From an optimization exercise on the open Yosys and OpenROAD flow, aimed at small area; shortcuts taken in it are not production practice.
Where RTL was checked, it was by simulation tests only, not by an equivalence proof against the original.
Only the layout flow was run in run 3; the RTL was not checked for function there.
Power figures rest on the tool's default switching activity, not on a simulated workload.

### run.sh
#!/bin/bash
# synth_recipe.tcl (not shown) runs the flow's synth.tcl, then flattens the netlist and writes it again
# the make line also repeats each setting of config.mk as NAME=value (left out here)
make -C /OpenROAD-flow-scripts/flow DESIGN_CONFIG=/design/flow/config.mk WORK_HOME=/design/flow/orfs CLKGATE_MAP_FILE= SYNTH_SCRIPT=/design/flow/synth_recipe.tcl finish
### config.mk
export PLATFORM = sky130hd
export DESIGN_NAME = lab5
export DESIGN_NICKNAME = lab5
export VERILOG_FILES = /design/flow/design.v
export SDC_FILE = /design/flow/constraint.sdc
export NUM_CORES = 4
export LEC_CHECK = 0
export CAP_MARGIN = 20
export CORE_MARGIN = 2
export CORE_UTILIZATION = 40
export SLEW_MARGIN = 20
### constraint.sdc
create_clock -name core_clock -period 10.0 [get_ports {clk}]
set_input_delay 2.0000 -clock core_clock [delete_from_list [all_inputs] [get_ports {clk}]]
set_output_delay 2.0000 -clock core_clock [all_outputs]
set_load 0.01 [all_outputs]
### design.v
module bcdcnv(
    input [3:0] nmber,
    output reg [6:0] svnseg
);
always @(*) begin
    case (nmber)
        0 : svnseg = 7'b1000000;
        1 : svnseg = 7'b1111001;
        2 : svnseg = 7'b0100100;
        3 : svnseg = 7'b0110000;
        4 : svnseg = 7'b0011001;
        5 : svnseg = 7'b0010010;
        6 : svnseg = 7'b0100000;
        7 : svnseg = 7'b1111000;
        8 : svnseg = 7'b0000000;
        9 : svnseg = 7'b0010000;
        default : svnseg = 7'b1111111;
    endcase
end
endmodule
module secgen (
    input clk,
    input rst,
    output sec
);
localparam [12:0] S0   = 13'h1fff;
localparam [12:0] SEND = 13'h127d;
reg [12:0] lfsr;
assign sec = lfsr == SEND;
always_ff @(posedge clk) begin
    if (rst | sec)
        lfsr <= S0;
    else
        lfsr <= {lfsr[11:0], lfsr[12] ^ lfsr[3] ^ lfsr[2] ^ lfsr[0]};
end
endmodule
module afsm (
    input clk,
    input rst,
    input sec,
    output side,
    output chr,
    output [3:0] hex0n,
    output [3:0] hex1n
);
reg s, c;
reg [3:0] cntdwn;
wire done = cntdwn == 4'd0;
wire half = cntdwn == 4'd3;
always_ff @(posedge clk) begin
    if (rst) begin
        s <= 1'b0; c <= 1'b0;
    end else if (c) begin
        if (done) begin c <= 1'b0; s <= ~s; end
    end else if (half)
        c <= 1'b1;
end
always_ff @(posedge clk) begin
    if (rst | done)
        cntdwn <= 4'd9;
    else if (sec)
        cntdwn <= cntdwn - 4'd1;
end
assign side = s;
assign chr = c;
assign hex0n = (~s & ~c) ? cntdwn - 4'd4 : cntdwn;
assign hex1n = ( s & ~c) ? cntdwn - 4'd4 : cntdwn;
endmodule
module mfsm (
    input clk,
    input rst,
    input sec,
    input chrtsw,
    output side,
    output chr,
    output [3:0] hexn
);
reg s, c;
reg [1:0] cntdwn;
wire done = cntdwn == 2'd0;
always_ff @(posedge clk) begin
    if (rst) begin
        s <= ~chrtsw; c <= 1'b0;
    end else if (c) begin
        if (done & (~s | sec)) begin c <= 1'b0; s <= ~s; end
    end else if (sec & (chrtsw ^ s))
        c <= 1'b1;
end
always_ff @(posedge clk) begin
    if (rst)
        cntdwn <= 2'd3;
    else if (sec)
        cntdwn <= c ? cntdwn - 2'd1 : 2'd3;
end
assign side = s;
assign chr = c;
assign hexn = c ? {2'b00, cntdwn} : 4'd9;
endmodule
module lcddisp(
  input clk,
  input rst,
  output lcd_e, lcd_rs,
  output [7:0] data
);
reg [7:0] ic;
reg [4:0] jd;
wire i0 = ic == 8'd99;
always_ff @(posedge clk) begin
  if (rst)
    ic <= 8'd99;
  else if (i0)
    ic <= 8'd155;
  else
    ic <= ic + 8'd1;
end
always_ff @(posedge clk) begin
  if (rst)
    jd <= 5'd0;
  else if (i0)
    jd <= (jd == 5'd27) ? 5'd5 : jd + 5'd1;
end
wire [7:0] Datas =
  (jd == 5'd1) ? 8'h38 :
  (jd == 5'd2) ? 8'h0C :
  (jd == 5'd3) ? 8'h06 :
  (jd == 5'd4) ? 8'h01 :
  (jd == 5'd5) ? 8'h80 :
  (jd == 5'd6) ? 8'h54 :
  (jd == 5'd7) ? 8'h68 :
  (jd == 5'd8) ? 8'h69 :
  (jd == 5'd9) ? 8'h20 :
  (jd == 5'd10) ? 8'h4E :
  (jd == 5'd11) ? 8'h67 :
  (jd == 5'd12) ? 8'h68 :
  (jd == 5'd13) ? 8'h69 :
  (jd == 5'd14) ? 8'h65 :
  (jd == 5'd15) ? 8'h6D :
  (jd == 5'd16) ? 8'h20 :
  (jd == 5'd17) ? 8'h35 :
  (jd == 5'd18) ? 8'hC0 :
  (jd == 5'd19) ? 8'h42 :
  (jd == 5'd20) ? 8'h4D :
  (jd == 5'd21) ? 8'h44 :
  (jd == 5'd22) ? 8'h54 :
  (jd == 5'd23) ? 8'h20 :
  (jd == 5'd24) ? 8'h44 :
  (jd == 5'd25) ? 8'h48 :
  (jd == 5'd26) ? 8'h42 :
  (jd == 5'd27) ? 8'h4B :
  8'h00;
assign data = Datas;
assign lcd_e = ic[7];
wire cmd_cur  = (jd >= 5'd1 && jd <= 5'd5) || jd == 5'd18;
wire cmd_next = (jd <= 5'd4) || jd == 5'd17;
assign lcd_rs = i0 ? ~cmd_next : ~cmd_cur;
endmodule
module lab5 (
    input clk,
    input rst,
    input masw,  
    input chrtsw,  
    output lcdrs, lcdrw, lcden,  
    output [7:0] lcddata,
    output rled0, gled0, yled0,  
    output [6:0] hex0,  
    output rled1, gled1, yled1,  
    output [6:0] hex1,  
    output [3:0] hex1nmo,
    output sectest
);
lcddisp ilcddisp (clk, rst, lcden, lcdrs, lcddata);
assign lcdrw = 1'b0;
wire sec;
secgen isecgen (clk, rst, sec);
assign sectest = sec;
wire sa, ca, sm, cm;
wire [3:0] hex0na, hex1na, hexnm;
afsm iafsm (clk, rst, sec, sa, ca, hex0na, hex1na);
mfsm imfsm (clk, rst, sec, chrtsw, sm, cm, hexnm);
assign hex1nmo = hexnm;
wire s = masw ? sa : sm;
wire c = masw ? ca : cm;
assign gled0 = ~s & ~c;
assign yled0 = ~s &  c;
assign rled0 =  s;
assign gled1 =  s & ~c;
assign yled1 =  s &  c;
assign rled1 = ~s;
bcdcnv ibcdcnv0 (masw ? hex0na : hexnm, hex0);
bcdcnv ibcdcnv1 (masw ? hex1na : hexnm, hex1);
endmodule
==> flow_metrics.env, run 1 <==
export IMPL_tns_ns=0
export IMPL_grt_pass1_wl_mm=11.1
export IMPL_multiInputGateArea_mm2=0.00190
export IMPL_p_seq_share_pct=38.8
export IMPL_grt_pass1_vias=2386
export IMPL_fillers=705
export IMPL_setup_viol=0
export IMPL_area_growth_pct=16.2
export IMPL_fmax_mhz=151
export IMPL_power_total_w=0.000471
export IMPL_arrival_ns=4.63
export IMPL_syn_area_mm2=0.00283
export IMPL_ys_types=69
export IMPL_via_count=2598
export IMPL_power_density_mw_per_mm2=144
export IMPL_cts_made_buffers=5
export IMPL_clock_latency_ns=0.28
export IMPL_grt_remaining_overflow=0
export IMPL_status="finished clean"
export IMPL_clkTransAtPathRegs_ns=0.07
export IMPL_core_area_mm2=0.00683
export IMPL_yosysSeqAreaShare_pct=25.9
export IMPL_maxSlewViolCount=0
export IMPL_synth_ff_type="dfxtp_1"
export IMPL_routed_via_density=5.29
export IMPL_skew_ns=0.00271
export IMPL_grt_total_usage_pct=17.6
export IMPL_async_flop_share_pct=0
export IMPL_end_kind="primary output"
export IMPL_hpwl_mm=4.34
export IMPL_avgSynthCellArea_um2=7.57
export IMPL_p_int_w=0.000299
export IMPL_ctsResizeCount=0
export IMPL_final_cell_mix="nor2_1, a21oi_1, clkdlybuf4s50_1, dfxtp_1, nand2_1"
export IMPL_final_nets=415
export IMPL_fp_dieW_um=88.0
export IMPL_place_congestion=0.844
export IMPL_relSlewSlack_pct=35.4
export IMPL_min_to="ilcddisp.ic[0]"
export IMPL_ys_warn_count=5
export IMPL_p_clk_share_pct=20.4
export IMPL_seq_area_um2=731
export IMPL_synth_top_area_share_pct=24.8
export IMPL_drt_first_pass_iters=4
export IMPL_worstPathRequired_ns=8.00
export IMPL_ys_ff_latch=36
export IMPL_p_comb_share_pct=40.8
export IMPL_p_leak_nw=1.30
export IMPL_antenna_left=0
export IMPL_antenna_found_initial=0
export IMPL_synthCells=373
export IMPL_min_period_over_period_pct=66.3
export IMPL_reg2reg_slack_ns=7.89
export IMPL_htreeDepth=2
export IMPL_wirelength_mm=6.32
export IMPL_cts_tree="built"
export IMPL_cap_violations=0
export IMPL_cts_sinks=36
export IMPL_num_io_pins=40
export IMPL_p_switching_w=0.000173
export IMPL_grt_max_degree=36
export IMPL_clock_root_buffer="clkbuf_8"
export IMPL_yosys_top_cells_area="dfxtp_1, ha_1, a21oi_1"
export IMPL_hp_start="ilcddisp.ic[0]"
export IMPL_layout_commonest_cell="nor2_1"
export IMPL_path_class="in -> out"
export IMPL_hold_viol_final=0
export IMPL_antenna_cells=0
export IMPL_rows=30
export IMPL_crit_path_start_kind="input pin"
export IMPL_fp_dieH_um=88.0
export IMPL_timing_final_crit_period_ns=6.63
export IMPL_r2r_end="ilcddisp.jd[4]"
export IMPL_drc=0
export IMPL_drive_gt1_share_pct=8.61
export IMPL_ff2ff_path_depth=4
export IMPL_switching_share_pct=36.7
export IMPL_ir_drop_v=0.0000810
export IMPL_synth_top_cell_by_area="dfxtp_1"
export IMPL_wire_per_inst_um=12.9
export IMPL_synth_edff_count=1
export IMPL_holdBufCountCts=0
export IMPL_hold_worst_slack_ns=0.420
export IMPL_hold_path_depth=1
export IMPL_worst_slew_pin_slew_ns=0.967
export IMPL_clockBufferDepth=2
export IMPL_initial_core_util_pct=41.4
export IMPL_postCtsSetupBuffers=0
export IMPL_hold_path_class="reg -> reg"
export IMPL_dieArea_mm2=0.00775
export IMPL_port_buffers=37
export IMPL_rsz0062_at_grt="false"
export IMPL_worstPathMaxFanout=15
export IMPL_r2r_start="ilcddisp.jd[4]"
export IMPL_drt_iter0_markers=127
through the flow:
stage / instance area [um2] / utilization, % / setup slack (ns) / std cells
floorplan: 2830 / - / 4.59 / 374
global placement: 3210 / 47.0 / 3.42 / 484
detailed placement: 3210 / 47.0 / 3.37 / 484
CTS: 3290 / 48.1 / 3.35 / 491
global route: 3280 / 48.1 / 3.20 / 491
finish: 3280 / 48.1 / 3.37 / 491
worst max-delay path, stage by stage:
cell	delay, ns
clkdlybuf4s50_1	0.84
mux2i_1	0.51
ha_1	0.33
mux2_2	0.26
a21oi_1	0.14
clkdlybuf4s50_1	0.55
metal layers:
metal	GRT usage, %	share of wire (%)
met1	24.1	48
met2	28.1	47
met3	3.96	3.7
met4	4.41	1.1
met5	0	0
flip-flops by register name (all words and copies together) (netlist names), 2 cells and up:
register,count
isecgen.lfsr,13
ilcddisp.ic,8
ilcddisp.jd,5
iafsm.cntdwn,4
imfsm.cntdwn,2
cells by family after synthesis:
| group | count (synthesis) | share of synthesized area [%] |
|---|---|---|
| mux | 12 | 4.61 |
| other cells | 1 | 0.133 |
| flops | 36 | 25.9 |
| fa+ha+maj | 16 | 7.09 |
| compound gates | 96 | 21.7 |
| buf+inv | 44 | 6.91 |
| simple gates | 154 | 29.1 |
| xor+xnor | 14 | 4.61 |
cell usage after synthesis (all sizes together), types with 2 or more instances:
cell type   n
a21o        2
and2        2
ha         16
o21ai      22
nor3        8
buf        16
dfxtp      35
nor2       41
nand2      31
nand3      15
nor4        3
a21oi      39
or3        14
nor2b      10
xor2        5
xnor2       9
a22oi       2
a31oi       2
o21a        3
inv        18
mux2        5
a221oi      2
o211ai      3
and3        8
mux2i       7
nand3b      3
nand2b      4
o22ai       3
clkbuf      9
or2         7
a211oi      5
o2111ai     2
power groups by stage:
stage | sequential, W | clock, W | combinational [W]
floorplan | 0.000183 | 0 | 0.000140
global placement | 0.000186 | 0 | 0.000192
detailed placement | 0.000186 | 0 | 0.000192
CTS | 0.000183 | 0.0000997 | 0.000193
global route | 0.000186 | 0.000106 | 0.000219
finish | 0.000183 | 0.0000960 | 0.000192
worst max path at each step:
stage / from / to / cells after the start / slack (ns)
floorplan: masw / hex1[3] / 5 / 4.59
detailed placement: masw / hex1[3] / 6 / 3.37
CTS: masw / hex1[3] / 6 / 3.35
global placement: masw / hex1[3] / 6 / 3.42
finish: masw / hex1[3] / 6 / 3.37
global route: masw / hex1[3] / 6 / 3.20
cell type report:
type | instances | share of cell area, %
well taps | 96 | 3.66
repair buffers | 39 | 11.6
multi-input cells | 294 | 58.0
inverters | 19 | 2.17
clock inverters | 1 | 0.152
clock buffers | 6 | 2.21
flip-flops and latches | 36 | 22.3
==> run 2, diff against run 1 <==
==> flow/run.sh (new file) <==
#!/bin/bash
# Own layout flow: the standard synthesis, then the combinational logic
# between the standard synthesis's registers is re-mapped with a stronger ABC
# script (registers, their names and cell types untouched; the result is
# proven equivalent to the standard netlist, else the standard netlist is
# kept), then the standard layout steps from floorplan to finish.
set -uo pipefail
W=$(pwd)
F=$W/flow
PLAT=${FLOW_PLATFORM:-sky130hd}
LIB=$FLOW_HOME/platforms/$PLAT/lib/sky130_fd_sc_hd__tt_025C_1v80.lib
YOSYS=$FLOW_HOME/../tools/install/yosys/bin/yosys
[ -x "$YOSYS" ] || YOSYS=yosys
# IO buffers: the smallest buffer instead of the default pick
export BUFFER_PORTS_ARGS="-buffer_cell sky130_fd_sc_hd__buf_1"

bash standard.sh synth > $W/std_synth.log 2>&1 || { echo "standard synth failed"; exit 1; }
R=$W/orfs/results/$PLAT/lab5/base
cp $R/1_2_yosys.v $W/std_1_2_yosys.v
SEQ=$(grep -o "sky130_fd_sc_hd__[a-z0-9_]*" $W/std_1_2_yosys.v | sort -u | grep -E "__(df|edf|sdf|sedf|dl|conb)" | tr '\n' ' ')

SCRIPTS=(
 "+strash;&get,-n;&deepsyn,-T,30,-S,1;&put;&get,-n;&dch,-f;&nf,-R,1000;&put"
 "+strash;&get,-n;&deepsyn,-T,30,-S,2;&put;&get,-n;&dch,-f;&nf,-R,1000;&put"
 "+strash;&get,-n;&deepsyn,-T,30,-S,3;&put;&get,-n;&dch,-f;&nf,-R,1000;&put"
 "+strash;dc2;dc2;&get,-n;&syn2;&dch,-f;&nf,-R,1000;&put"
)
for k in 0 1 2 3; do
  mkdir -p $W/resyn$k
  cat > $W/resyn$k/map.ys <<EOS
read_liberty -ignore_miss_func $LIB
blackbox $SEQ
read_verilog $W/std_1_2_yosys.v
hierarchy -top lab5
flatten -noscopeinfo
rename -hide w:_*_.*
hierarchy -top lab5
opt_clean
abc -liberty $LIB -dont_use *probe* -dont_use *lpflow* -script "${SCRIPTS[$k]}"
splitnets
opt_clean -purge
hilomap -singleton -hicell sky130_fd_sc_hd__conb_1 HI -locell sky130_fd_sc_hd__conb_1 LO
insbuf -buf sky130_fd_sc_hd__buf_4 A X
tee -o $W/resyn$k/stat.txt stat -liberty $LIB
write_verilog -noattr -nohex -nodec $W/resyn$k/net.v
EOS
  cat > $W/resyn$k/eq.ys <<EOS
read_liberty -ignore_miss_func $LIB
read_verilog $W/std_1_2_yosys.v
rename lab5 gold
read_verilog $W/resyn$k/net.v
rename lab5 gate
hierarchy -check
flatten -noscopeinfo gold gate
opt_clean
equiv_make gold gate equiv
hierarchy -top equiv
equiv_simple -seq 2
equiv_induct
equiv_status -assert
EOS
  ( cd $W/resyn$k && timeout 600 $YOSYS -q map.ys > $W/resyn$k/map.log 2>&1 \
    && timeout 600 $YOSYS eq.ys > $W/resyn$k/eq.log 2>&1 && touch $W/resyn$k/ok ) &
done
wait
BEST=""; BA=""
for k in 0 1 2 3; do
  [ -f $W/resyn$k/ok ] || continue
  A=$(grep "Chip area" $W/resyn$k/stat.txt | awk '{print $NF}')
  echo "candidate $k area $A" | tee -a $W/resyn.log
  if [ -z "$BA" ] || awk "BEGIN{exit !($A < $BA)}"; then BA=$A; BEST=$k; fi
done
if [ -n "$BEST" ]; then
  echo "using candidate $BEST ($BA)" | tee -a $W/resyn.log
  cp $W/resyn$BEST/net.v $R/1_2_yosys.v
  touch $R/1_2_yosys.v
else
  echo "no candidate passed; keeping the standard netlist" | tee -a $W/resyn.log
fi
bash standard.sh > $W/std_finish.log 2>&1 || { echo "standard layout failed"; tail -30 $W/std_finish.log; exit 1; }
==> standard.sh (new file) <==
#!/bin/bash
# synth_recipe.tcl (not shown) runs the flow's synth.tcl, then flattens the netlist and writes it again
# the make line also repeats each setting of config.mk as NAME=value (left out here)
make -C /OpenROAD-flow-scripts/flow DESIGN_CONFIG=/design/flow/config.mk WORK_HOME=/design/flow/orfs CLKGATE_MAP_FILE= SYNTH_SCRIPT=/design/flow/synth_recipe.tcl "${@:-finish}"
removed: run.sh
==> run 2 against run 1 <==
Against the previous run: still clean on timing, DRC and antenna; clock skew is 0.0092 ns higher; global-route usage shrank 1.3 points; synthesized cell count decreased by 36%; power down 7.8%; sequential power about the same; non-clock buffer count is the same; cell count decreased by 32%; critical path depth grew 4; area after synthesis shrank 36%; count of clock-buffer cells in the layout did not move; core utilization grew 0.65 points; clock power rose by 24%; critical endpoint is now hex1[4]; largest power group is now sequential cells; highest routed layer unchanged.
==> flow_metrics.env, run 2 <==
export IMPL_place_congestion=0.820
export IMPL_hpwl_mm=2.84
export IMPL_slowest_delay_ns=0.49
export IMPL_ctsResizeCount=0
export IMPL_largest_reg_flops=13
export IMPL_path_class="in -> out"
export IMPL_clkTransAtPathRegs_ns=0.07
export IMPL_arrival_ns=4.00
export IMPL_port_buffers=37
export IMPL_final_area_mm2=0.00212
export IMPL_drt_first_pass_iters=4
export IMPL_initial_core_util_pct=41.3
export IMPL_min_to="ilcddisp.ic[0]"
export IMPL_hold_viol_final=0
export IMPL_hp_start="ilcddisp.ic[0]"
export IMPL_synthCells=237
export IMPL_grt_total_usage_pct=16.3
export IMPL_cts_made_buffers=5
export IMPL_min_period_over_period_pct=60.0
export IMPL_p_clk_share_pct=27.3
export IMPL_antenna_cells=0
export IMPL_p_seq_share_pct=42.5
export IMPL_setup_ws_ns=4.00
export IMPL_antenna_found_initial=0
export IMPL_relSlewSlack_pct=39.4
export IMPL_largest_register="isecgen.lfsr"
export IMPL_reg2reg_slack_ns=7.57
export IMPL_grt_remaining_overflow=0
export IMPL_crit_chain="buf_1 -> nor2_1 -> a21oi_1 -> nor2_1 -> nand2_1 -> o211ai_1 -> and2_0 -> a31oi_1 -> nand2_1 -> buf_1"
export IMPL_status="finished clean"
export IMPL_drc=0
export IMPL_tns_ns=0
export IMPL_grtUsageMet2_pct=25.1
export IMPL_postCtsSetupBuffers=0
export IMPL_setup_viol=0
export IMPL_critPathSlowestCell="a21oi_1"
export IMPL_drive_gt1_share_pct=3.52
export IMPL_fillers=434
export IMPL_ys_warn_count=5
export IMPL_antenna_left=0
export IMPL_power_density_mw_per_mm2=205
export IMPL_avgSynthCellArea_um2=7.59
export IMPL_gr_usage_met1_pct=21.7
export IMPL_rows=24
export IMPL_worstPathMaxFanout=15
export IMPL_fp_dieW_um=71.1
export IMPL_switching_share_pct=35.4
export IMPL_p_int_w=0.000281
export IMPL_r2r_start="ilcddisp.ic[0]"
export IMPL_grt_max_degree=31
export IMPL_ff2ff_path_depth=9
export IMPL_area_growth_pct=17.9
export IMPL_placed_cells=328
export IMPL_rsz0062_at_grt="false"
export IMPL_wirelength_mm=3.93
export IMPL_cts_sinks=36
export IMPL_dieArea_mm2=0.00505
export IMPL_htreeDepth=2
export IMPL_core_area_mm2=0.00435
export IMPL_placed_cell_area_mm2=0.00201
export IMPL_met3_usage_pct=4.13
export IMPL_ir_drop_v=0.000114
export IMPL_clockBufferDepth=2
export IMPL_num_io_pins=40
export IMPL_final_nets=287
export IMPL_crit_path_start_kind="input pin"
export IMPL_r2r_end="ilcddisp.jd[4]"
export IMPL_maxSlewViolCount=0
export IMPL_reg_top3="isecgen.lfsr (13), ilcddisp.ic (8), ilcddisp.jd (5)"
export IMPL_cts_tree="built"
export IMPL_p_comb_share_pct=30.2
export IMPL_via_count=1758
export IMPL_final_cell_mix="nor2_1, buf_1, dfxtp_1, nand2_1, o21ai_0"
export IMPL_p_switching_w=0.000154
export IMPL_fmax_mhz=167
export IMPL_timing_final_crit_period_ns=6.00
export IMPL_wire_per_inst_um=11.7
export IMPL_hold_worst_slack_ns=0.442
export IMPL_routed_via_density=5.23
export IMPL_grt_pass1_wl_mm=6.69
export IMPL_cap_violations=0
export IMPL_p_leak_nw=0.753
export IMPL_grt_pass1_vias=1513
export IMPL_grt_most_used_layer="met2"
export IMPL_skew_ns=0.0119
export IMPL_layout_commonest_cell="nor2_1"
export IMPL_fp_dieH_um=71.1
export IMPL_end_kind="primary output"
export IMPL_hold_path_depth=1
export IMPL_worst_slew_pin_slew_ns=0.907
export IMPL_holdBufCountCts=0
export IMPL_post_place_ws_ns=3.98
export IMPL_syn_area_mm2=0.00180
export IMPL_fin_cells=336
export IMPL_drt_iter0_markers=52
export IMPL_hold_path_class="reg -> reg"
export IMPL_worstPathRequired_ns=8.00
export IMPL_clock_latency_ns=0.29
export IMPL_clock_root_buffer="clkbuf_8"
## run 2: area by class of cell
type | instances | area [um2] | share of cell area [%]
repair buffers | 39 | 154 | 7.26
flip-flops and latches | 36 | 731 | 34.5
inverters | 13 | 48.8 | 2.30
well taps | 52 | 65.1 | 3.07
clock inverters | 2 | 12.5 | 0.590
clock buffers | 6 | 93.8 | 4.42
multi-input cells | 188 | 1020 | 47.9
## run 2: worst max-delay path: cells and delay by family
family          cells  cell delay [ns]
compound gates      3             0.82
buf+inv             2             0.60
simple gates        5             0.57
## run 2: how the worst max path moves through the flow
stage,end,startpoint
finish,hex1[4],masw
global route,hex0[0],masw
CTS,hex1[4],masw
detailed placement,hex1[4],masw
global placement,hex1[4],masw
floorplan,hex1[0],masw
## run 2: power groups by stage
stage | registers (W) | logic, W | clock network (W)
after global placement | 0.000189 | 0.000130 | 0
final | 0.000185 | 0.000131 | 0.000119
after detailed placement | 0.000188 | 0.000132 | 0
after global routing | 0.000189 | 0.000155 | 0.000125
after CTS | 0.000185 | 0.000133 | 0.000120
after floorplan | 0.000183 | 0.0000997 | 0
## run 2: routing by layer
layer / up-vias / part of all wire (%)
met5: - / 0
met3: 7 / 4.4
met1: 778 / 51
li1: 939 / -
met2: 34 / 43
met4: 0 / 1.7
## run 2: through the flow
step,utilization [%],total power [W]
after detailed placement,46.3,0.000320
final,48.7,0.000435
after floorplan,-,0.000283
after CTS,48.7,0.000437
after global routing,48.7,0.000468
after global placement,46.3,0.000319
==> run 3, diff against run 2 <==
==> design.v (replaced) <==
module bcdcnv(
    input [3:0] nmber,
    output reg [6:0] svnseg
);
always @(*) begin
    case (nmber)
        0 : svnseg = 7'b1000000;
        1 : svnseg = 7'b1111001;
        2 : svnseg = 7'b0100100;
        3 : svnseg = 7'b0110000;
        4 : svnseg = 7'b0011001;
        5 : svnseg = 7'b0010010;
        6 : svnseg = 7'b0100000;
        7 : svnseg = 7'b1111000;
        8 : svnseg = 7'b0000000;
        9 : svnseg = 7'b0010000;
        default : svnseg = 7'b1111111;
    endcase
end
endmodule
module secgen (
    input clk,
    input rst,
    output sec
);
localparam [12:0] S0   = 13'h1fff;
localparam [12:0] SEND = 13'h127d;
reg [12:0] lfsr;
assign sec = lfsr == SEND;
always_ff @(posedge clk) begin
    if (rst | sec)
        lfsr <= S0;
    else
        lfsr <= {lfsr[11:0], lfsr[12] ^ lfsr[3] ^ lfsr[2] ^ lfsr[0]};
end
endmodule
module afsm (
    input clk,
    input rst,
    input sec,
    output side,
    output chr,
    output [3:0] hex0n,
    output [3:0] hex1n
);
localparam [3:0] W3 = 4'd15;
reg s;
reg [3:0] p;
wire c = ~p[3] & ~p[2];
always_ff @(posedge clk) begin
    if (rst) begin
        s <= 1'b0; p <= 4'd9;
    end else if (p == W3)
        p <= 4'd3;
    else if (p == 4'd0) begin
        p <= 4'd9; s <= ~s;
    end else if (sec)
        p <= (p == 4'd4) ? W3 : p - 4'd1;
end
wire [3:0] red   = (p == W3) ? 4'd3 : p;
wire [3:0] green = (c | p == W3) ? p : p - 4'd4;
assign side = s;
assign chr = c;
assign hex0n = s ? red : green;
assign hex1n = s ? green : red;
endmodule
module mfsm (
    input clk,
    input rst,
    input sec,
    input chrtsw,
    output side,
    output chr,
    output [3:0] hexn
);
reg s, c;
reg [1:0] cnt;
always_ff @(posedge clk) begin
    if (rst) begin
        s <= ~chrtsw; c <= 1'b0; cnt <= 2'd1;
    end else if (c) begin
        if (cnt == 2'd0 && (~s | sec)) begin
            c <= 1'b0; s <= ~s; cnt <= 2'd1;
        end else if (sec)
            cnt <= cnt - 2'd1;
    end else if (sec & (chrtsw ^ s)) begin
        c <= 1'b1; cnt <= 2'd3;
    end
end
assign side = s;
assign chr = c;
assign hexn = {~c, 1'b0, cnt};
endmodule
module lcddisp(
  input clk,
  input rst,
  output lcd_e, lcd_rs,
  output [7:0] data
);
reg [6:0] st;
reg e;
wire tc = st == 7'd19;
wire i0 = tc & ~e;
always_ff @(posedge clk) begin
  if (rst) begin
    st <= 7'd19; e <= 1'b0;
  end else if (tc) begin
    st <= e ? 7'd3 : 7'd1; e <= ~e;
  end else
    st <= {st[5:0], st[6] ^ st[0]};
end
reg [4:0] jd;
always_ff @(posedge clk) begin
  if (rst)
    jd <= 5'd30;
  else if (i0)
    jd <= (jd == 5'd25) ? 5'd3 : jd + 5'd1;
end
wire [9:0] tab =
  (jd == 5'd0) ? {8'h0C, 1'b1, 1'b1} :   
  (jd == 5'd1) ? {8'h06, 1'b1, 1'b1} :   
  (jd == 5'd2) ? {8'h01, 1'b1, 1'b1} :   
  (jd == 5'd3) ? {8'h80, 1'b1, 1'b0} :   
  (jd == 5'd4) ? {8'h54, 1'b0, 1'b0} :   
  (jd == 5'd5) ? {8'h68, 1'b0, 1'b0} :   
  (jd == 5'd6) ? {8'h69, 1'b0, 1'b0} :   
  (jd == 5'd7) ? {8'h20, 1'b0, 1'b0} :   
  (jd == 5'd8) ? {8'h4E, 1'b0, 1'b0} :   
  (jd == 5'd9) ? {8'h67, 1'b0, 1'b0} :   
  (jd == 5'd10) ? {8'h68, 1'b0, 1'b0} :   
  (jd == 5'd11) ? {8'h69, 1'b0, 1'b0} :   
  (jd == 5'd12) ? {8'h65, 1'b0, 1'b0} :   
  (jd == 5'd13) ? {8'h6D, 1'b0, 1'b0} :   
  (jd == 5'd14) ? {8'h20, 1'b0, 1'b0} :   
  (jd == 5'd15) ? {8'h35, 1'b0, 1'b1} :   
  (jd == 5'd16) ? {8'hC0, 1'b1, 1'b0} :   
  (jd == 5'd17) ? {8'h42, 1'b0, 1'b0} :   
  (jd == 5'd18) ? {8'h4D, 1'b0, 1'b0} :   
  (jd == 5'd19) ? {8'h44, 1'b0, 1'b0} :   
  (jd == 5'd20) ? {8'h54, 1'b0, 1'b0} :   
  (jd == 5'd21) ? {8'h20, 1'b0, 1'b0} :   
  (jd == 5'd22) ? {8'h44, 1'b0, 1'b0} :   
  (jd == 5'd23) ? {8'h48, 1'b0, 1'b0} :   
  (jd == 5'd24) ? {8'h42, 1'b0, 1'b0} :   
  (jd == 5'd25) ? {8'h4B, 1'b0, 1'b0} :   
  (jd == 5'd30) ? {8'h00, 1'b0, 1'b1} :   
  (jd == 5'd31) ? {8'h38, 1'b1, 1'b1} :   
  10'd0;
wire [7:0] rom = tab[9:2];
wire cmd_cur = tab[1];
wire cmd_next = tab[0];
assign data = rom;
assign lcd_e = e;
assign lcd_rs = ~(i0 ? cmd_next : cmd_cur);
endmodule
module lab5 (
    input clk,
    input rst,
    input masw,  
    input chrtsw,  
    output lcdrs, lcdrw, lcden,  
    output [7:0] lcddata,
    output rled0, gled0, yled0,  
    output [6:0] hex0,  
    output rled1, gled1, yled1,  
    output [6:0] hex1,  
    output [3:0] hex1nmo,
    output sectest
);
lcddisp ilcddisp (clk, rst, lcden, lcdrs, lcddata);
assign lcdrw = 1'b0;
wire sec;
secgen isecgen (clk, rst, sec);
assign sectest = sec;
wire sa, ca, sm, cm;
wire [3:0] hex0na, hex1na, hexnm;
afsm iafsm (clk, rst, sec, sa, ca, hex0na, hex1na);
mfsm imfsm (clk, rst, sec, chrtsw, sm, cm, hexnm);
assign hex1nmo = hexnm;
wire s = masw ? sa : sm;
wire c = masw ? ca : cm;
assign gled0 = ~s & ~c;
assign yled0 = ~s &  c;
assign rled0 =  s;
assign gled1 =  s & ~c;
assign yled1 =  s &  c;
assign rled1 = ~s;
bcdcnv ibcdcnv0 (masw ? hex0na : hexnm, hex0);
bcdcnv ibcdcnv1 (masw ? hex1na : hexnm, hex1);
endmodule
--- a/flow/run.sh
+++ b/flow/run.sh
@@ -13,6 +13,8 @@
 [ -x "$YOSYS" ] || YOSYS=yosys
 # IO buffers: the smallest buffer instead of the default pick
 export BUFFER_PORTS_ARGS="-buffer_cell sky130_fd_sc_hd__buf_1"
+# clock tree: small clock buffers, sinks in few clusters, no dummy loads
+export CTS_ARGS="-sink_clustering_enable -repair_clock_nets -buf_list {sky130_fd_sc_hd__clkbuf_2 sky130_fd_sc_hd__clkbuf_4 sky130_fd_sc_hd__clkbuf_8} -root_buf sky130_fd_sc_hd__clkbuf_4 -sink_clustering_size 40 -sink_clustering_max_diameter 300 -dont_use_dummy_load"
 
 bash standard.sh synth > $W/std_synth.log 2>&1 || { echo "standard synth failed"; exit 1; }
 R=$W/orfs/results/$PLAT/lab5/base
==> run 3 against run 2 <==
Against the previous run: cell count decreased by 6.0%; flip-flop and latch count decreased by 1; first-iteration DRC count increased by 67%; cell area decreased by 7.5%; sequential power decreased by 17%; non-clock buffer count unchanged; critical endpoint is now hex1[5]; core utilization decreased by 0.36 points; critical path depth decreased by 2; hold slack got worse by 0.0032 ns; register-to-register slack improved by 0.50 ns; global-route usage decreased by 0.27 points; clock skew increased by 0.0088 ns; still clean.
==> flow_metrics.env, run 3 <==
export IMPL_status="finished clean"
export IMPL_crit_chain="buf_1 -> mux2i_1 -> a21oi_1 -> o221ai_1 -> o211ai_1 -> o21ai_0 -> o21ai_0 -> buf_1"
export IMPL_critPathSlowestCell="mux2i_1"
export IMPL_holdBufCountCts=0
export IMPL_wire_per_inst_um=11.9
export IMPL_path_class="in -> out"
export IMPL_relSlewSlack_pct=29.1
export IMPL_p_leak_nw=0.730
export IMPL_reg_top3="isecgen.lfsr (13), ilcddisp.st (7), ilcddisp.jd (5)"
export IMPL_tns_ns=0
export IMPL_wirelength_mm=3.75
export IMPL_r2r_start="ilcddisp.st[2]"
export IMPL_timing_final_crit_period_ns=5.80
export IMPL_core_area_mm2=0.00406
export IMPL_crit_path_start_kind="input pin"
export IMPL_dieArea_mm2=0.00482
export IMPL_fp_dieH_um=69.4
export IMPL_fillers=424
export IMPL_ctsResizeCount=0
export IMPL_largest_register="isecgen.lfsr"
export IMPL_hold_viol_final=0
export IMPL_rsz0062_at_grt="false"
export IMPL_maxSlewViolCount=0
export IMPL_worstPathMaxFanout=11
export IMPL_ys_warn_count=5
export IMPL_antenna_found_initial=0
export IMPL_setup_ws_ns=4.20
export IMPL_cts_tree="built"
export IMPL_drt_iter0_markers=87
export IMPL_final_area_mm2=0.00196
export IMPL_largest_reg_flops=13
export IMPL_ff2ff_path_depth=6
export IMPL_drc=0
export IMPL_avgSynthCellArea_um2=7.71
export IMPL_setup_viol=0
export IMPL_clkTransAtPathRegs_ns=0.11
export IMPL_antenna_left=0
export IMPL_ir_drop_v=0.0000631
export IMPL_clock_root_buffer="clkbuf_4"
export IMPL_place_congestion=0.864
export IMPL_hpwl_mm=2.62
export IMPL_area_growth_pct=14.6
export IMPL_grt_pass1_wl_mm=6.38
export IMPL_postCtsSetupBuffers=0
export IMPL_initial_core_util_pct=42.2
export IMPL_cts_sinks=35
export IMPL_fmax_mhz=173
export IMPL_hp_start="isecgen.lfsr[11]"
export IMPL_rows=23
export IMPL_syn_area_mm2=0.00171
export IMPL_final_cell_mix="buf_1, nand2_1, dfxtp_1, nor2_1, o21ai_0"
export IMPL_num_io_pins=40
export IMPL_arrival_ns=3.80
export IMPL_cap_violations=0
export IMPL_slowest_delay_ns=0.43
export IMPL_layout_commonest_cell="buf_1"
export IMPL_grt_max_degree=30
export IMPL_clock_latency_ns=0.33
export IMPL_end_kind="primary output"
export IMPL_clockBufferDepth=2
export IMPL_htreeDepth=2
export IMPL_antenna_cells=0
export IMPL_grt_pass1_vias=1442
export IMPL_fp_dieW_um=69.4
export IMPL_worst_slew_pin_slew_ns=1.05
export IMPL_routed_via_density=5.39
export IMPL_port_buffers=37
export IMPL_synthCells=222
export IMPL_drive_gt1_share_pct=2.63
export IMPL_final_nets=272
export IMPL_skew_ns=0.0207
export IMPL_power_density_mw_per_mm2=131
export IMPL_drt_first_pass_iters=4
export IMPL_hold_path_class="reg -> reg"
export IMPL_grt_total_usage_pct=16.0
export IMPL_post_place_ws_ns=4.26
export IMPL_worstPathRequired_ns=8.00
export IMPL_cts_made_buffers=5
export IMPL_r2r_end="ilcddisp.jd[2]"
export IMPL_via_count=1703
export IMPL_min_to="isecgen.lfsr[12]"
export IMPL_hold_path_depth=1
export IMPL_grt_remaining_overflow=0
export IMPL_placed_cell_area_mm2=0.00192
export IMPL_min_period_over_period_pct=58.0
export IMPL_reg2reg_slack_ns=8.07
run 3: cell types whose count changed in the layout (fill, tap and decap cells not counted), sizes merged, moves of 3 or more:
cell    delta
nand3b     -3
a31oi      -6
nand3      +8
nor2      -18
nand2      +9
clkinv     -6
nor3       -9
nand2b     +4
nand4      +4
run 3: metal layers:
metal	share of wire (%)	GRT usage, %
met1	51	21.5
met2	43	24.4
met3	4.7	5.96
met4	1.1	3.92
met5	0	0
run 3: how the worst max path moves through the flow:
stage,start,to,depth (start not counted)
after global routing,masw,hex1[5],8
final,masw,hex1[5],8
after detailed placement,masw,hex1[5],8
after CTS,masw,hex1[5],8
after floorplan,masw,hex1[5],6
after global placement,masw,hex1[5],8
run 3: final cells by class:
type | instances | area (um2) | area share (%)
multi-input combinational | 179 | 967 | 49.3
clock buffer | 5 | 37.5 | 1.91
sequential | 35 | 711 | 36.2
tap | 50 | 62.6 | 3.19
inverter | 8 | 30.0 | 1.53
timing repair buffer | 39 | 154 | 7.84
run 3: through the flow:
stage | power, W | hold slack (ns) | cells | util [%]
floorplan | 0.000184 | 0.407 | 223 | -
global route | 0.000274 | 0.480 | 316 | 48.4
finish | 0.000257 | 0.439 | 316 | 48.4
CTS | 0.000260 | 0.453 | 316 | 48.4
global placement | 0.000197 | 0.426 | 311 | 47.4
detailed placement | 0.000197 | 0.431 | 311 | 47.4
run 3: worst max-delay path: cells and delay by family:
kind	cells	cell delay, ns
muxes	1	0.43
AOI/OAI and AO/OA	5	0.90
buffers and inverters	2	0.47
run 3: power by group:
group / total, W / switching (W) / internal [W] / leakage [nW]
combinational: 0.0000394 / 0.0000238 / 0.0000156 / 0.420
clock: 0.0000636 / 0.0000401 / 0.0000235 / 0.0230
sequential: 0.000154 / 0.00000750 / 0.000146 / 0.287
==> run 4, diff against run 3 <==
--- a/design.v
+++ b/design.v
@@ -75,12 +75,16 @@
 );
 reg s, c;
 reg [1:0] cnt;
+wire back = c & (cnt == 2'd0) & (~s | sec);
+always_ff @(posedge clk) begin
+    s <= rst ? ~chrtsw : s ^ back;
+end
 always_ff @(posedge clk) begin
     if (rst) begin
-        s <= ~chrtsw; c <= 1'b0; cnt <= 2'd1;
+        c <= 1'b0; cnt <= 2'd1;
     end else if (c) begin
-        if (cnt == 2'd0 && (~s | sec)) begin
-            c <= 1'b0; s <= ~s; cnt <= 2'd1;
+        if (back) begin
+            c <= 1'b0; cnt <= 2'd1;
         end else if (sec)
             cnt <= cnt - 2'd1;
     end else if (sec & (chrtsw ^ s)) begin
--- a/flow/run.sh
+++ b/flow/run.sh
@@ -21,13 +21,13 @@
 cp $R/1_2_yosys.v $W/std_1_2_yosys.v
 SEQ=$(grep -o "sky130_fd_sc_hd__[a-z0-9_]*" $W/std_1_2_yosys.v | sort -u | grep -E "__(df|edf|sdf|sedf|dl|conb)" | tr '\n' ' ')
 
-SCRIPTS=(
- "+strash;&get,-n;&deepsyn,-T,30,-S,1;&put;&get,-n;&dch,-f;&nf,-R,1000;&put"
- "+strash;&get,-n;&deepsyn,-T,30,-S,2;&put;&get,-n;&dch,-f;&nf,-R,1000;&put"
- "+strash;&get,-n;&deepsyn,-T,30,-S,3;&put;&get,-n;&dch,-f;&nf,-R,1000;&put"
- "+strash;dc2;dc2;&get,-n;&syn2;&dch,-f;&nf,-R,1000;&put"
-)
-for k in 0 1 2 3; do
+SCRIPTS=()
+for sd in 1 2 3 4 5 6 7; do
+  SCRIPTS+=("+strash;&get,-n;&deepsyn,-T,60,-S,$sd;&put;&get,-n;&dch,-f;&nf,-R,1000;&put")
+done
+SCRIPTS+=("+strash;dc2;dc2;&get,-n;&syn2;&dch,-f;&nf,-R,1000;&put")
+NC=${#SCRIPTS[@]}
+for k in $(seq 0 $((NC-1))); do
   mkdir -p $W/resyn$k
   cat > $W/resyn$k/map.ys <<EOS
 read_liberty -ignore_miss_func $LIB
@@ -63,10 +63,11 @@
 EOS
   ( cd $W/resyn$k && timeout 600 $YOSYS -q map.ys > $W/resyn$k/map.log 2>&1 \
     && timeout 600 $YOSYS eq.ys > $W/resyn$k/eq.log 2>&1 && touch $W/resyn$k/ok ) &
+  if (( k % 4 == 3 )); then wait; fi
 done
 wait
 BEST=""; BA=""
-for k in 0 1 2 3; do
+for k in $(seq 0 $((NC-1))); do
   [ -f $W/resyn$k/ok ] || continue
   A=$(grep "Chip area" $W/resyn$k/stat.txt | awk '{print $NF}')
   echo "candidate $k area $A" | tee -a $W/resyn.log
==> run 4 against run 3 <==
Against the previous run: still clean on timing, DRC and antenna; wire length is 3.4% lower; synthesized cell count is 4.5% lower; critical path depth is 3 higher; flip-flop and latch count stayed put; global-route usage is 0.60 points lower; core utilization is 0.25 points lower; count of clock-buffer cells in the layout stayed put; cell area is 0.51% lower; combinational power is 5% higher; clock skew is 0.00070 ns lower; critical path type unchanged; critical endpoint is now hex0[5]; largest cell class unchanged; largest power group unchanged.
==> flow_metrics.env, run 4 <==
export IMPL_grt_pass1_wl_mm=6.19
export IMPL_syn_area_mm2=0.00171
export IMPL_arrival_ns=4.06
export IMPL_cts_sinks=35
export IMPL_maxSlewViolCount=0
export IMPL_fp_dieH_um=69.4
export IMPL_largest_reg_flops=13
export IMPL_via_count=1603
export IMPL_worstPathRequired_ns=8.00
export IMPL_fmax_mhz=165
export IMPL_worstPathMaxFanout=13
export IMPL_wirelength_mm=3.62
export IMPL_port_buffers=37
export IMPL_drt_first_pass_iters=4
export IMPL_grt_remaining_overflow=0
export IMPL_reg_top3="isecgen.lfsr (13), ilcddisp.st (7), ilcddisp.jd (5)"
export IMPL_area_growth_pct=14.2
export IMPL_min_period_over_period_pct=60.6
export IMPL_drive_gt1_share_pct=2.35
export IMPL_r2r_end="ilcddisp.jd[4]"
export IMPL_hold_viol_final=0
export IMPL_final_area_mm2=0.00195
export IMPL_layout_commonest_cell="buf_1"
export IMPL_fp_dieW_um=69.4
export IMPL_rows=23
export IMPL_place_congestion=0.802
export IMPL_antenna_left=0
export IMPL_clockBufferDepth=2
export IMPL_cts_made_buffers=5
export IMPL_grt_pass1_vias=1355
export IMPL_synthCells=212
export IMPL_clock_root_buffer="clkbuf_4"
export IMPL_crit_chain="buf_1 -> mux2i_1 -> nand2_1 -> o21ai_0 -> xor2_1 -> a21oi_1 -> nor2_1 -> nand2b_1 -> o21ai_0 -> o21ai_0 -> buf_1"
export IMPL_grt_total_usage_pct=15.4
export IMPL_hp_start="isecgen.lfsr[10]"
export IMPL_worst_slew_pin_slew_ns=0.674
export IMPL_power_density_mw_per_mm2=132
export IMPL_p_leak_nw=0.740
export IMPL_antenna_found_initial=0
export IMPL_routed_via_density=5.26
export IMPL_end_kind="primary output"
export IMPL_timing_final_crit_period_ns=6.06
export IMPL_wire_per_inst_um=11.9
export IMPL_fillers=416
export IMPL_initial_core_util_pct=42.1
export IMPL_hold_path_class="reg -> reg"
export IMPL_hpwl_mm=2.59
export IMPL_antenna_cells=0
export IMPL_ff2ff_path_depth=7
export IMPL_cap_violations=0
export IMPL_avgSynthCellArea_um2=8.06
export IMPL_dieArea_mm2=0.00481
export IMPL_core_area_mm2=0.00406
export IMPL_r2r_start="ilcddisp.st[5]"
export IMPL_critPathCapture="hex0[5]"
export IMPL_status="finished clean"
export IMPL_clock_latency_ns=0.33
export IMPL_crit_top_cell="o21ai_0"
export IMPL_relSlewSlack_pct=54.6
export IMPL_final_cell_mix="buf_1, dfxtp_1, nor2_1, nand2_1, o21ai_0"
export IMPL_skew_ns=0.0200
export IMPL_slowest_delay_ns=0.39
export IMPL_clkTransAtPathRegs_ns=0.10
export IMPL_crit_path_start_kind="input pin"
export IMPL_ctsResizeCount=0
export IMPL_path_class="in -> out"
export IMPL_final_nets=261
export IMPL_cts_tree="built"
export IMPL_drt_iter0_markers=96
export IMPL_num_io_pins=40
export IMPL_largest_register="isecgen.lfsr"
export IMPL_grt_max_degree=33
export IMPL_tns_ns=0
export IMPL_reg2reg_slack_ns=7.86
export IMPL_placed_cell_area_mm2=0.00191
export IMPL_ir_drop_v=0.000100
export IMPL_critPathSlowestCell="mux2i_1"
export IMPL_holdBufCountCts=0
export IMPL_setup_viol=0
export IMPL_startpoint="masw"
export IMPL_hold_path_depth=1
export IMPL_drc=0
export IMPL_htreeDepth=2
export IMPL_power_total_w=0.000258
export IMPL_rsz0062_at_grt="false"
export IMPL_ys_warn_count=5
export IMPL_postCtsSetupBuffers=0
==> run 4: per-stage QoR <==
| step | instances | utilization, % | hold WS, ns | setup slack, ns |
|---|---|---|---|---|
| after floorplan | 213 | - | 0.407 | 4.42 |
| after global placement | 300 | 47.2 | 0.422 | 4.02 |
| after detailed placement | 300 | 47.2 | 0.428 | 3.94 |
| after CTS | 305 | 48.1 | 0.450 | 3.93 |
| after global routing | 305 | 48.1 | 0.467 | 3.61 |
| final | 305 | 48.1 | 0.448 | 3.94 |
==> run 4: area by class of cell <==
class / instances / area, um2 / area share (%)
sequential: 35 / 701 / 35.9
timing repair buffer: 38 / 146 / 7.50
tap: 50 / 62.6 / 3.21
inverter: 9 / 33.8 / 1.73
multi-input combinational: 168 / 971 / 49.7
clock buffer: 5 / 37.5 / 1.92
==> run 4: critical path: cells and delay by family <==
kind	cells	cell delay (ns)
xor+xnor	1	0.25
buf+inv	2	0.55
compound gates	4	0.53
mux	1	0.39
simple gates	3	0.33
==> run 4: layer usage <==
metal / GRT usage, % / up-vias / routed length (um)
met5: 0 / - / 0
met4: 4.58 / 0 / 48
met3: 4.65 / 6 / 169
met2: 22.8 / 35 / 1500
met1: 21.6 / 722 / 1900
li1: - / 840 / -
==> run 4: worst min-delay path by stage <==
stage / endpoint / slack, ns
after global routing: isecgen.lfsr[9] / 0.47
after CTS: isecgen.lfsr[12] / 0.45
after floorplan: isecgen.lfsr[5] / 0.41
final: isecgen.lfsr[11] / 0.45
after global placement: isecgen.lfsr[12] / 0.42
after detailed placement: isecgen.lfsr[12] / 0.43
==> run 4: report_power, final <==
group          total [W]  internal [W]  switching [W]
registers       0.000153      0.000146     0.00000702
logic          0.0000413     0.0000171      0.0000242
clock network  0.0000633     0.0000235      0.0000399
==> run 5, diff against run 4 <==
--- a/design.v
+++ b/design.v
@@ -23,15 +23,16 @@
     input rst,
     output sec
 );
-localparam [12:0] S0   = 13'h1fff;
-localparam [12:0] SEND = 13'h127d;
+localparam [12:0] S0   = 13'h0dc1;
+localparam [12:0] SEND = 13'h1a6b;
+localparam [12:0] MASK = 13'h167f;
 reg [12:0] lfsr;
-assign sec = lfsr == SEND;
+assign sec = (lfsr & MASK) == (SEND & MASK);
 always_ff @(posedge clk) begin
     if (rst | sec)
         lfsr <= S0;
     else
-        lfsr <= {lfsr[11:0], lfsr[12] ^ lfsr[3] ^ lfsr[2] ^ lfsr[0]};
+        lfsr <= {lfsr[11:0], lfsr[12] ^ lfsr[0]};
 end
 endmodule
 module afsm (
@@ -47,18 +48,20 @@
 reg s;
 reg [3:0] p;
 wire c = ~p[3] & ~p[2];
+wire is_w3 = p[3] & p[2];
+wire is_4 = p[2] & ~p[1] & ~p[0];
 always_ff @(posedge clk) begin
     if (rst) begin
         s <= 1'b0; p <= 4'd9;
-    end else if (p == W3)
+    end else if (is_w3)
         p <= 4'd3;
     else if (p == 4'd0) begin
         p <= 4'd9; s <= ~s;
     end else if (sec)
-        p <= (p == 4'd4) ? W3 : p - 4'd1;
+        p <= is_4 ? W3 : p - 4'd1;
 end
-wire [3:0] red   = (p == W3) ? 4'd3 : p;
-wire [3:0] green = (c | p == W3) ? p : p - 4'd4;
+wire [3:0] red   = is_w3 ? 4'd3 : p;
+wire [3:0] green = (c | is_w3) ? p : p - 4'd4;
 assign side = s;
 assign chr = c;
 assign hex0n = s ? red : green;
@@ -103,22 +106,22 @@
 );
 reg [6:0] st;
 reg e;
-wire tc = st == 7'd19;
+wire tc = (st & 7'd79) == 7'd15;
 wire i0 = tc & ~e;
 always_ff @(posedge clk) begin
   if (rst) begin
-    st <= 7'd19; e <= 1'b0;
+    st <= 7'd47; e <= 1'b0;
   end else if (tc) begin
-    st <= e ? 7'd3 : 7'd1; e <= ~e;
+    st <= e ? 7'd126 : 7'd127; e <= ~e;
   end else
-    st <= {st[5:0], st[6] ^ st[0]};
+    st <= {st[5:0], st[6] ^ st[3]};
 end
 reg [4:0] jd;
 always_ff @(posedge clk) begin
   if (rst)
     jd <= 5'd30;
   else if (i0)
-    jd <= (jd == 5'd25) ? 5'd3 : jd + 5'd1;
+    jd <= (jd[4] & jd[3] & ~jd[1] & jd[0]) ? 5'd3 : jd + 5'd1;   
 end
 wire [9:0] tab =
   (jd == 5'd0) ? {8'h0C, 1'b1, 1'b1} :   
==> run 5 against run 4 <==
Against the previous run: flip-flop and latch count stayed put; via count is 0.69% lower; non-clock buffer count stayed put; combinational power is 46% higher; sequential share of layout area is 0.92 points higher; count of clock-buffer cells in the layout stayed put; die area is 2.7% lower; critical path depth is 2 lower; synthesized cell count is 0.47% lower; fmax is 1.3% lower; critical endpoint is now hex1[0]; largest cell class unchanged.
==> flow_metrics.env, run 5 <==
export IMPL_fp_dieH_um=68.4
export IMPL_fillers=415
export IMPL_port_buffers=37
export IMPL_antenna_left=0
export IMPL_cts_sinks=35
export IMPL_ys_warn_count=5
export IMPL_drt_iter0_markers=56
export IMPL_p_switching_w=0.0000869
export IMPL_p_int_w=0.000196
export IMPL_largest_register="isecgen.lfsr"
export IMPL_p_leak_nw=0.699
export IMPL_fmax_mhz=163
export IMPL_slowest_delay_ns=0.59
export IMPL_final_nets=260
export IMPL_end_kind="primary output"
export IMPL_largest_reg_flops=13
export IMPL_crit_cells=9
export IMPL_clock_root_buffer="clkbuf_4"
export IMPL_clkTransAtPathRegs_ns=0.10
export IMPL_power_total_w=0.000283
export IMPL_path_class="in -> out"
export IMPL_grt_pass1_wl_mm=5.61
export IMPL_worst_slew_pin_slew_ns=0.721
export IMPL_drc=0
export IMPL_area_growth_pct=14.6
export IMPL_crit_top_cell="buf_1"
export IMPL_path_buf_inv=3
export IMPL_p_clk_share_pct=22.8
export IMPL_initial_core_util_pct=41.5
export IMPL_fin_util_pct=47.6
export IMPL_layout_commonest_cell="buf_1"
export IMPL_arrival_ns=4.15
export IMPL_clockBufferDepth=2
export IMPL_critPathCapture="hex1[0]"
export IMPL_multiInputGateArea_um2=918
export IMPL_rsz0062_at_grt="false"
export IMPL_hold_path_class="reg -> reg"
export IMPL_syn_area_mm2=0.00166
export IMPL_maxSlewViolCount=0
export IMPL_cts_made_buffers=5
export IMPL_seq_area_um2=701
export IMPL_clock_latency_ns=0.33
export IMPL_reg2reg_slack_ns=8.12
export IMPL_num_io_pins=40
export IMPL_ctsResizeCount=0
export IMPL_worstPathRequired_ns=8.00
export IMPL_r2r_end="iafsm.p[3]"
export IMPL_wire_per_inst_um=11.7
export IMPL_dieArea_mm2=0.00468
export IMPL_synthCells=211
export IMPL_r2r_start="isecgen.lfsr[10]"
export IMPL_p_seq_share_pct=55.8
export IMPL_tns_ns=0
export IMPL_power_density_mw_per_mm2=149
export IMPL_grt_max_degree=24
export IMPL_cap_violations=0
export IMPL_avgSynthCellArea_um2=7.87
export IMPL_antenna_cells=0
export IMPL_drt_first_pass_iters=5
export IMPL_final_cell_mix="buf_1, dfxtp_1, nor2_1, nand2_1"
export IMPL_p_comb_share_pct=21.4
export IMPL_relSlewSlack_pct=51.9
export IMPL_crit_path_start_kind="input pin"
export IMPL_timing_final_crit_period_ns=6.15
export IMPL_ff2ff_path_depth=6
export IMPL_ir_drop_v=0.000114
export IMPL_status="finished clean"
export IMPL_skew_ns=0.0138
export IMPL_rows=23
export IMPL_hold_viol_final=0
export IMPL_cts_tree="built"
export IMPL_reg_top3="isecgen.lfsr (13), ilcddisp.st (7), ilcddisp.jd (5)"
export IMPL_place_congestion=0.857
export IMPL_core_area_mm2=0.00400
export IMPL_switching_share_pct=30.8
export IMPL_fp_dieW_um=68.4
export IMPL_min_period_over_period_pct=61.5
export IMPL_routed_via_density=5.24
export IMPL_path_delay_family="compound AO/OA/AOI/OAI gates"
export IMPL_grt_pass1_vias=1292
export IMPL_htreeDepth=2
export IMPL_grt_remaining_overflow=0
export IMPL_drive_gt1_share_pct=2.36
export IMPL_postCtsSetupBuffers=0
export IMPL_wirelength_mm=3.56
export IMPL_setup_viol=0
export IMPL_holdBufCountCts=0
export IMPL_via_count=1592
export IMPL_critPathSlowestCell="o22ai_1"
export IMPL_startpoint="masw"
export IMPL_hpwl_mm=2.52
export IMPL_crit_chain="buf_1 -> nand2_1 -> o22ai_1 -> clkinv_1 -> nor2_1 -> o2bb2ai_1 -> o21a_1 -> nor2b_1 -> buf_1"
export IMPL_grt_total_usage_pct=15.9
export IMPL_antenna_found_initial=0
export IMPL_worstPathMaxFanout=11
## run 5: per-layer routing
metal / global-route usage [%] / vias to the layer above / routed length, um
li1: - / 840 / -
met1: 22.3 / 707 / 1810
met2: 23.3 / 40 / 1510
met3: 4.93 / 5 / 203
met4: 4.50 / 0 / 37
met5: 0 / - / 0
## run 5: tightest hold or removal path: stages (launching register included)
cell	delay (ns)
dfxtp_1	0.32
nor2_1	0.03
nand2_1	0.05
## run 5: worst min-delay path by stage
stage	cells after the start	slack, ns	to	from
after global placement	2	0.39	ilcddisp.st[5]	ilcddisp.st[4]
final	2	0.42	ilcddisp.st[5]	ilcddisp.st[4]
after global routing	1	0.45	isecgen.lfsr[8]	isecgen.lfsr[7]
after CTS	2	0.43	ilcddisp.st[5]	ilcddisp.st[4]
after detailed placement	1	0.40	isecgen.lfsr[8]	isecgen.lfsr[7]
after floorplan	1	0.39	isecgen.lfsr[8]	isecgen.lfsr[7]
## run 5: layout make-up
| class | count | share of cell area (%) |
|---|---|---|
| Clock buffer | 5 | 1.97 |
| Inverter | 10 | 1.97 |
| Multi-Input combinational cell | 166 | 48.3 |
| Sequential cell | 35 | 36.8 |
| Tap cell | 50 | 3.29 |
| Timing Repair Buffer | 38 | 7.69 |
## run 5: power groups by stage
stage,registers [W],logic (W),clock network [W]
final,0.000158,0.0000604,0.0000645
after global routing,0.000159,0.0000693,0.0000727
after CTS,0.000158,0.0000608,0.0000673
after detailed placement,0.000161,0.0000604,0
after global placement,0.000161,0.0000601,0
after floorplan,0.000159,0.0000438,0
## run 5: through the flow
step | hold WS [ns] | worst slack (ns) | std cells | instance area (um2)
after CTS | 0.429 | 3.88 | 304 | 1900
after detailed placement | 0.401 | 3.89 | 299 | 1870
after global placement | 0.395 | 3.99 | 299 | 1870
after global routing | 0.447 | 3.58 | 304 | 1900
final | 0.424 | 3.85 | 304 | 1900
after floorplan | 0.390 | 4.47 | 212 | 1660
==> run 6, diff against run 5 <==
--- a/flow/run.sh
+++ b/flow/run.sh
@@ -21,18 +21,25 @@
 cp $R/1_2_yosys.v $W/std_1_2_yosys.v
 SEQ=$(grep -o "sky130_fd_sc_hd__[a-z0-9_]*" $W/std_1_2_yosys.v | sort -u | grep -E "__(df|edf|sdf|sedf|dl|conb)" | tr '\n' ' ')
 
+# Round r (1..3) maps the best netlist so far (the standard one at first) again with
+# 8 scripts, 4 at a time; each result must be proven equivalent to the
+# standard netlist to count.
+IN=$W/std_1_2_yosys.v
+BEST_NET=""; BA=""
+for r in 1 2 3; do
 SCRIPTS=()
 for sd in 1 2 3 4 5 6 7; do
-  SCRIPTS+=("+strash;&get,-n;&deepsyn,-T,60,-S,$sd;&put;&get,-n;&dch,-f;&nf,-R,1000;&put")
+  SCRIPTS+=("+strash;&get,-n;&deepsyn,-T,60,-S,$((sd + 10 * r));&put;&get,-n;&dch,-f;&nf,-R,1000;&put")
 done
-SCRIPTS+=("+strash;dc2;dc2;&get,-n;&syn2;&dch,-f;&nf,-R,1000;&put")
+SCRIPTS+=("+strash;&get,-n;&dch,-f;&nf,-R,1000;&put;strash;&get,-n;&dch,-f;&nf,-R,1000,-a;&put")
 NC=${#SCRIPTS[@]}
 for k in $(seq 0 $((NC-1))); do
-  mkdir -p $W/resyn$k
-  cat > $W/resyn$k/map.ys <<EOS
+  D=$W/resyn$r.$k
+  mkdir -p $D
+  cat > $D/map.ys <<EOS
 read_liberty -ignore_miss_func $LIB
 blackbox $SEQ
-read_verilog $W/std_1_2_yosys.v
+read_verilog $IN
 hierarchy -top lab5
 flatten -noscopeinfo
 rename -hide w:_*_.*
@@ -43,14 +50,14 @@
 opt_clean -purge
 hilomap -singleton -hicell sky130_fd_sc_hd__conb_1 HI -locell sky130_fd_sc_hd__conb_1 LO
 insbuf -buf sky130_fd_sc_hd__buf_4 A X
-tee -o $W/resyn$k/stat.txt stat -liberty $LIB
-write_verilog -noattr -nohex -nodec $W/resyn$k/net.v
+tee -o $D/stat.txt stat -liberty $LIB
+write_verilog -noattr -nohex -nodec $D/net.v
 EOS
-  cat > $W/resyn$k/eq.ys <<EOS
+  cat > $D/eq.ys <<EOS
 read_liberty -ignore_miss_func $LIB
 read_verilog $W/std_1_2_yosys.v
 rename lab5 gold
-read_verilog $W/resyn$k/net.v
+read_verilog $D/net.v
 rename lab5 gate
 hierarchy -check
 flatten -noscopeinfo gold gate
@@ -61,21 +68,23 @@
 equiv_induct
 equiv_status -assert
 EOS
-  ( cd $W/resyn$k && timeout 600 $YOSYS -q map.ys > $W/resyn$k/map.log 2>&1 \
-    && timeout 600 $YOSYS eq.ys > $W/resyn$k/eq.log 2>&1 && touch $W/resyn$k/ok ) &
+  ( cd $D && timeout 600 $YOSYS -q map.ys > $D/map.log 2>&1 \
+    && timeout 600 $YOSYS eq.ys > $D/eq.log 2>&1 && touch $D/ok ) &
   if (( k % 4 == 3 )); then wait; fi
 done
 wait
-BEST=""; BA=""
 for k in $(seq 0 $((NC-1))); do
-  [ -f $W/resyn$k/ok ] || continue
-  A=$(grep "Chip area" $W/resyn$k/stat.txt | awk '{print $NF}')
-  echo "candidate $k area $A" | tee -a $W/resyn.log
-  if [ -z "$BA" ] || awk "BEGIN{exit !($A < $BA)}"; then BA=$A; BEST=$k; fi
+  D=$W/resyn$r.$k
+  [ -f $D/ok ] || continue
+  A=$(grep "Chip area" $D/stat.txt | awk '{print $NF}')
+  echo "round $r candidate $k area $A" | tee -a $W/resyn.log
+  if [ -z "$BA" ] || awk "BEGIN{exit !($A < $BA)}"; then BA=$A; BEST_NET=$D/net.v; fi
 done
-if [ -n "$BEST" ]; then
-  echo "using candidate $BEST ($BA)" | tee -a $W/resyn.log
-  cp $W/resyn$BEST/net.v $R/1_2_yosys.v
+[ -n "$BEST_NET" ] && IN=$BEST_NET
+done
+if [ -n "$BEST_NET" ]; then
+  echo "using $BEST_NET ($BA)" | tee -a $W/resyn.log
+  cp $BEST_NET $R/1_2_yosys.v
   touch $R/1_2_yosys.v
 else
   echo "no candidate passed; keeping the standard netlist" | tee -a $W/resyn.log
==> run 6 against run 5 <==
Against the previous run: still clean on timing, DRC and antenna; sequential power barely moved; wire length fell by 4.2%; global-route usage rose by 0.12 points.
==> flow_metrics.env, run 6 <==
export IMPL_initial_core_util_pct=41.3
export IMPL_num_io_pins=40
export IMPL_drt_iter0_markers=120
export IMPL_rows=23
export IMPL_switching_share_pct=30.0
export IMPL_final_cell_mix="buf_1, dfxtp_1, nand2_1, nor2_1, o21ai_0"
export IMPL_dieArea_mm2=0.00466
export IMPL_syn_area_mm2=0.00165
export IMPL_worstPathRequired_ns=8.00
export IMPL_hold_worst_slack_ns=0.404
export IMPL_antenna_found_initial=0
export IMPL_via_count=1534
export IMPL_cts_made_buffers=5
export IMPL_crit_path_start_kind="input pin"
export IMPL_grt_total_usage_pct=16.0
export IMPL_p_comb_share_pct=17.4
export IMPL_setup_ws_ns=3.85
export IMPL_p_clk_share_pct=24.4
export IMPL_r2r_start="isecgen.lfsr[1]"
export IMPL_grt_pass1_vias=1276
export IMPL_p_seq_share_pct=58.2
export IMPL_postCtsSetupBuffers=0
export IMPL_holdBufCountCts=0
export IMPL_p_leak_nw=0.728
export IMPL_largest_register="isecgen.lfsr"
export IMPL_p_int_w=0.000190
export IMPL_clockBufferDepth=2
export IMPL_tns_ns=0
export IMPL_fin_util_pct=47.2
export IMPL_cts_tree="built"
export IMPL_min_period_over_period_pct=61.5
export IMPL_wire_per_inst_um=11.6
export IMPL_cap_violations=0
export IMPL_fp_dieH_um=68.3
export IMPL_antenna_left=0
export IMPL_clkTransAtPathRegs_ns=0.10
export IMPL_grt_pass1_wl_mm=5.61
export IMPL_relSlewSlack_pct=47.7
export IMPL_power_density_mw_per_mm2=144
export IMPL_wirelength_mm=3.41
export IMPL_worstPathMaxFanout=10
export IMPL_rsz0062_at_grt="false"
export IMPL_place_congestion=0.736
export IMPL_core_area_mm2=0.00400
export IMPL_layout_commonest_cell="buf_1"
export IMPL_ctsResizeCount=0
export IMPL_timing_final_crit_period_ns=6.15
export IMPL_antenna_cells=0
export IMPL_drc=0
export IMPL_status="finished clean"
export IMPL_htreeDepth=2
export IMPL_largest_reg_flops=13
export IMPL_area_growth_pct=14.2
export IMPL_ir_drop_v=0.0000756
export IMPL_clock_root_buffer="clkbuf_4"
export IMPL_maxSlewViolCount=0
export IMPL_post_place_ws_ns=3.91
export IMPL_reg2reg_slack_ns=8.02
export IMPL_arrival_ns=4.15
export IMPL_grt_remaining_overflow=0
export IMPL_ff2ff_path_depth=7
export IMPL_final_nets=251
export IMPL_routed_via_density=5.20
export IMPL_clock_latency_ns=0.34
export IMPL_r2r_end="iafsm.p[3]"
export IMPL_avgSynthCellArea_um2=8.14
export IMPL_drive_gt1_share_pct=2.04
export IMPL_fmax_mhz=163
export IMPL_port_buffers=37
export IMPL_setup_viol=0
export IMPL_drt_first_pass_iters=4
export IMPL_p_switching_w=0.0000818
export IMPL_fp_dieW_um=68.3
export IMPL_min_to="ilcddisp.st[6]"
export IMPL_worst_slew_pin_slew_ns=0.785
export IMPL_ys_warn_count=5
export IMPL_end_kind="primary output"
export IMPL_reg_top3="isecgen.lfsr (13), ilcddisp.st (7), ilcddisp.jd (5)"
export IMPL_skew_ns=0.0175
export IMPL_hold_path_depth=2
export IMPL_hpwl_mm=2.41
export IMPL_cts_sinks=35
export IMPL_path_class="in -> out"
export IMPL_synthCells=203
export IMPL_hold_viol_final=0
export IMPL_grt_max_degree=22
export IMPL_hp_start="ilcddisp.st[5]"
export IMPL_hold_path_class="reg -> reg"
## run 6: area by class of cell
cell class / count / area [um2]
Timing Repair Buffer: 37 / 139
Clock buffer: 5 / 37.5
Tap cell: 50 / 62.6
Sequential cell: 35 / 701
Fill cell: 421 / 2110
Multi-Input combinational cell: 159 / 913
Inverter: 9 / 33.8
## run 6: critical path, cell delays in order
cell and delay, ns:
buf_1 0.33, o21ai_0 0.32, nor2_1 0.44, nor2_1 0.17
nand2_1 0.15, a22oi_1 0.08, or2_0 0.26, o21a_1 0.12
and2_0 0.14, buf_1 0.12
## run 6: worst max path at each step
| stage | slack, ns | cells after the start | to | from |
|---|---|---|---|---|
| global route | 3.62 | 11 | hex1[4] | masw |
| global placement | 4.00 | 11 | hex1[4] | masw |
| CTS | 3.89 | 11 | hex1[4] | masw |
| floorplan | 4.29 | 9 | hex1[4] | masw |
| detailed placement | 3.91 | 11 | hex1[4] | masw |
| finish | 3.85 | 10 | hex0[0] | masw |
## run 6: metal layers
metal | GRT usage [%] | vias to the layer above | share of wire (%)
met5 | 0 | - | 0
met4 | 10.0 | 0 | 2.3
met3 | 3.78 | 7 | 5.1
met2 | 23.9 | 37 | 41
met1 | 20.7 | 679 | 52
li1 | - | 811 | -
## run 6: power by group through the flow
stage | Combinational (W) | Clock (W) | Sequential (W)
3_5_place_dp | 0.0000476 | 0 | 0.000162
3_3_place_gp | 0.0000472 | 0 | 0.000162
4_1_cts | 0.0000477 | 0.0000695 | 0.000159
2_1_floorplan | 0.0000344 | 0 | 0.000159
5_1_grt | 0.0000552 | 0.0000750 | 0.000160
6_report | 0.0000472 | 0.0000664 | 0.000159
## run 6: stage by stage
step / cells / cell area, um2 / total power, W
floorplan: 204 / 1660 / 0.000194
global placement: 290 / 1850 / 0.000209
detailed placement: 290 / 1850 / 0.000209
CTS: 295 / 1890 / 0.000276
global route: 295 / 1890 / 0.000291
finish: 295 / 1890 / 0.000272

port drivers added, routing unchanged:
In the flow no input, the clock included, has a driving cell. The finished layouts below were timed again as built, in two steps.
Step 1 assumes that a clkbuf_16 drives the clock port and a buf_2 every other input.
Step 2 also shifts input and output timing later by t, the mid clock arrival at the registers, as if the neighbouring blocks saw the same clock.
Slacks: ideal / step 1 / step 2; pairs: ideal / step 1.
run | shift t [ns] | slack for setup (ns) | worst setup path after step 2
run 1 | 0.309 | 3.371 / 3.346 / 3.346 | input to output
run 2 | 0.314 | 4.001 / 3.972 / 3.972 | input to output
run 3 | 0.342 | 4.203 / 4.180 / 4.180 | input to output
run 4 | 0.339 | 3.935 / 3.912 / 3.912 | input to output
run 5 | 0.340 | 3.855 / 3.829 / 3.829 | input to output
run 6 | 0.353 | 3.849 / 3.823 / 3.823 | input to output
After both steps setup and hold are still met in every run listed. For run 2, which loses most, drivers alone change the setup slack by -0.029 ns; drivers and shift together by -0.029 ns.
